This is an optimization exercise on Yosys and OpenROAD, whose aim is small area, a short achievable clock period and few clock cycles, not a production implementation.
RTL that was checked went through simulation tests only; none was proved equivalent to the original.

Setup of before:
Design systolic_array, start of the top module:
module systolic_array #(
    parameter DATAWIDTH = 16,
    parameter N_SIZE = 5
) (
    input  wire                     clk,
    input  wire                     rst_n,
    input  wire                     valid_in,
    input  wire signed [N_SIZE*DATAWIDTH-1:0] matrix_a_in,
    input  wire signed [N_SIZE*DATAWIDTH-1:0] matrix_b_in,
    output reg  valid_out,
    output wire signed [N_SIZE*2*DATAWIDTH-1:0] matrix_c_out
);
Size in the first run: about 5800 cells after synthesis, ~320 I/O pins, about 65000 sq um of cells after synthesis.
export LEC_CHECK = 0
export CAP_MARGIN = 40
export CORE_MARGIN = 2
export CORE_UTILIZATION = 45
export CTS_CLUSTER_DIAMETER = 100
export CTS_CLUSTER_SIZE = 22
export SLEW_MARGIN = 40
export TNS_END_PERCENT = 10
create_clock -name core_clock -period 9.0 [get_ports {clk}]
standard.sh (not shown) runs the stock make flow with config.mk's settings and CLKGATE_MAP_FILE= SYNTH_SCRIPT=/design/flow/synth_recipe.tcl, a recipe that flattens the netlist after the stock synthesis.
==> flow/flow/run.sh <==
#!/bin/bash
set -euo pipefail
MARGIN=6.1
R=orfs/results/sky130hd/systolic_array/base
bash standard.sh synth > log_synth.txt 2>&1
python3 flow/polarity.py $R/1_2_yosys.v > log_polarity.txt 2>&1
python3 flow/s2build.py $R/1_2_yosys.v flow/s2map.json > log_s2build.txt 2>&1
bash standard.sh SETUP_SLACK_MARGIN=$MARGIN \
  "BUFFER_PORTS_ARGS=-buffer_cell sky130_fd_sc_hd__buf_2" finish > log_layout.txt 2>&1
test -f out/final.def
Other scripts of this flow, unchanged in this note and not shown: flow/flow/polarity.py, flow/flow/s2build.py, flow/flow/s2map.json
Testbench counts of before, summed over its fixed seeds: cycles 67,200.
[inputs] after vs before
Settings: SLEW_MARGIN now 20, was 40; CORE_UTILIZATION now 58, was 45; CAP_MARGIN now 20, was 40.
==> comparison <==
- Run comparison: before critical path startpoint lane3.acc[20]; after critical path startpoint lane0.acc[24]
- Looking at final worst-path setup slack across both flows, after is the stronger of the two, with before trailing.
- Changes observed in after relative to before: final period demand of the worst path has decreased.
- The clock buffer instance count of the final layout in after was higher than what before gave.
- Compared with before, after shows a mean routed wirelength per cell that is about 0.3% higher.
- Taking before as the reference, in after fraction of the cycle the final worst path needs has decreased; routed wire length has decreased.

========
Another version of the RTL of systolic_array (not shown whole).
Size in the first run: ~5600 cells after synthesis, about 1300 flip-flops.
export LEC_CHECK = 0
export CAP_MARGIN = 40
export CORE_MARGIN = 2
export CORE_UTILIZATION = 45
export SLEW_MARGIN = 40
create_clock -name core_clock -period 9.0 [get_ports {clk}]
==> flow/flow/run.sh <==
#!/bin/bash
set -euo pipefail
MARGIN=6.0
bash standard.sh synth > log_synth.txt 2>&1
bash standard.sh SETUP_SLACK_MARGIN=$MARGIN finish > log_layout.txt 2>&1
test -f out/final.def
Edit:
==> flow/run.sh (new file) <==
#!/bin/bash
# synth_recipe.tcl (not shown) runs the flow's synth.tcl, then flattens the netlist and writes it again
# the make line also repeats each setting of config.mk as NAME=value (left out here)
make -C /OpenROAD-flow-scripts/flow DESIGN_CONFIG=/design/flow/config.mk WORK_HOME=/design/flow/orfs CLKGATE_MAP_FILE= SYNTH_SCRIPT=/design/flow/synth_recipe.tcl finish
- SETUP_SLACK_MARGIN: unset -> 5
removed: flow/flow/run.sh
removed: flow/standard.sh
Effect: The new run passed the timing, DRC and antenna checks. Hold slack loses 24 ps. Wire length falls by 12%. Clock skew is higher by 4.4 ps. Final area shrinks by 7.8%. Worst setup slack got worse by 210 ps. Utilization goes down by 4.5 points.
No functional check of the RTL was part of any run of this note.

========
systolic_array with an RTL version that a note above also has.
Size in the first run: ~5800 cells after synthesis, roughly 320 I/O pins, about 65000 sq um of cells after synthesis.
Design systolic_array, start of the top module:
module systolic_array #(
    parameter DATAWIDTH = 16,
    parameter N_SIZE = 5
) (
    input  wire                     clk,
    input  wire                     rst_n,
    input  wire                     valid_in,
    input  wire signed [N_SIZE*DATAWIDTH-1:0] matrix_a_in,
    input  wire signed [N_SIZE*DATAWIDTH-1:0] matrix_b_in,
    output reg  valid_out,
    output wire signed [N_SIZE*2*DATAWIDTH-1:0] matrix_c_out
);
clock: 9.0 ns
lec_check: 0
cap_margin: 40
core_margin: 2
core_utilization: 45
cts_cluster_diameter: 100
cts_cluster_size: 22
slew_margin: 40
tns_end_percent: 10
==> flow/flow/run.sh <==
#!/bin/bash
set -euo pipefail
MARGIN=6.1
R=orfs/results/sky130hd/systolic_array/base
bash standard.sh synth > log_synth.txt 2>&1
python3 flow/polarity.py $R/1_2_yosys.v > log_polarity.txt 2>&1
python3 flow/s2build.py $R/1_2_yosys.v flow/s2map.json > log_s2build.txt 2>&1
bash standard.sh SETUP_SLACK_MARGIN=$MARGIN \
  "BUFFER_PORTS_ARGS=-buffer_cell sky130_fd_sc_hd__buf_4" finish > log_layout.txt 2>&1
test -f out/final.def
Other scripts of this flow, unchanged in this note and not shown: flow/flow/polarity.py, flow/flow/s2build.py, flow/flow/s2map.json
Testbench counts at the start, summed over its fixed seeds: cycles 67,200.
==> next run, changes <==
--- a/flow/flow/run.sh
+++ b/flow/flow/run.sh
@@ -8,3 +8,3 @@
 bash standard.sh SETUP_SLACK_MARGIN=$MARGIN \
-  "BUFFER_PORTS_ARGS=-buffer_cell sky130_fd_sc_hd__buf_4" finish > log_layout.txt 2>&1
+  "BUFFER_PORTS_ARGS=-buffer_cell sky130_fd_sc_hd__buf_2" finish > log_layout.txt 2>&1
 test -f out/final.def
Settings changed: CORE_UTILIZATION 45 to 58.
Result: Register-to-register slack is about the same. First-iteration DRC count falls by about 5%. Setup slack gets better by 49 ps. Non-clock buffer count rises by 5. Routed wire length falls by 4.7%.
==> next run, changes <==
--- a/flow/flow/run.sh
+++ b/flow/flow/run.sh
@@ -2,3 +2,3 @@
 set -euo pipefail
-MARGIN=6.1
+MARGIN=6.3
 R=orfs/results/sky130hd/systolic_array/base
Settings changed: CORE_UTILIZATION 58 to 45.
Cell area climbs by 5.3%; hold slack gets worse by 18 ps; die area climbs by 29%; non-clock buffer count climbs by 40.

-- what the ideal ports hide --
Ports are ideal in the flow. The routed layouts listed here were re-timed in OpenROAD.
Step 1 (the two cells are an assumption about what drives the block):
set clk [get_ports {clk}]
set_driving_cell -lib_cell sky130_fd_sc_hd__clkbuf_16 $clk
set_driving_cell -lib_cell sky130_fd_sc_hd__buf_2 [delete_from_list [all_inputs] $clk]
Step 2 times the ports against the registers' clock, not the clock port: input delays grow and output delays shrink by t, the midpoint of the rising clock arrivals with the driver on.
a / b / c = ideal / step 1 / step 2; a / b = the first two.
run | t (ns) | setup slack, ns | slew at the worst register clock pin (ns)
before | 0.781 | 5.944 / 5.869 / 5.724 | 0.10 / 0.10
after | 0.762 | 5.972 / 5.901 / 5.420 | 0.10 / 0.10
the first run of note 2 | 0.865 | 5.246 / 5.246 / 5.246 | 0.07 / 0.07
the second run of note 2 | 0.856 | 5.038 / 5.038 / 5.038 | 0.07 / 0.07
the first run of note 3 | 0.790 | 5.931 / 5.855 / 5.632 | 0.10 / 0.10
the second run of note 3 | 0.758 | 5.980 / 5.907 / 5.657 | 0.10 / 0.10
the third run of note 3 | 0.805 | 5.918 / 5.846 / 5.686 | 0.10 / 0.10
After both steps setup and hold are still met in every run listed. For after, which loses most, drivers alone change the setup slack by -0.071 ns; drivers and shift together by -0.552 ns.
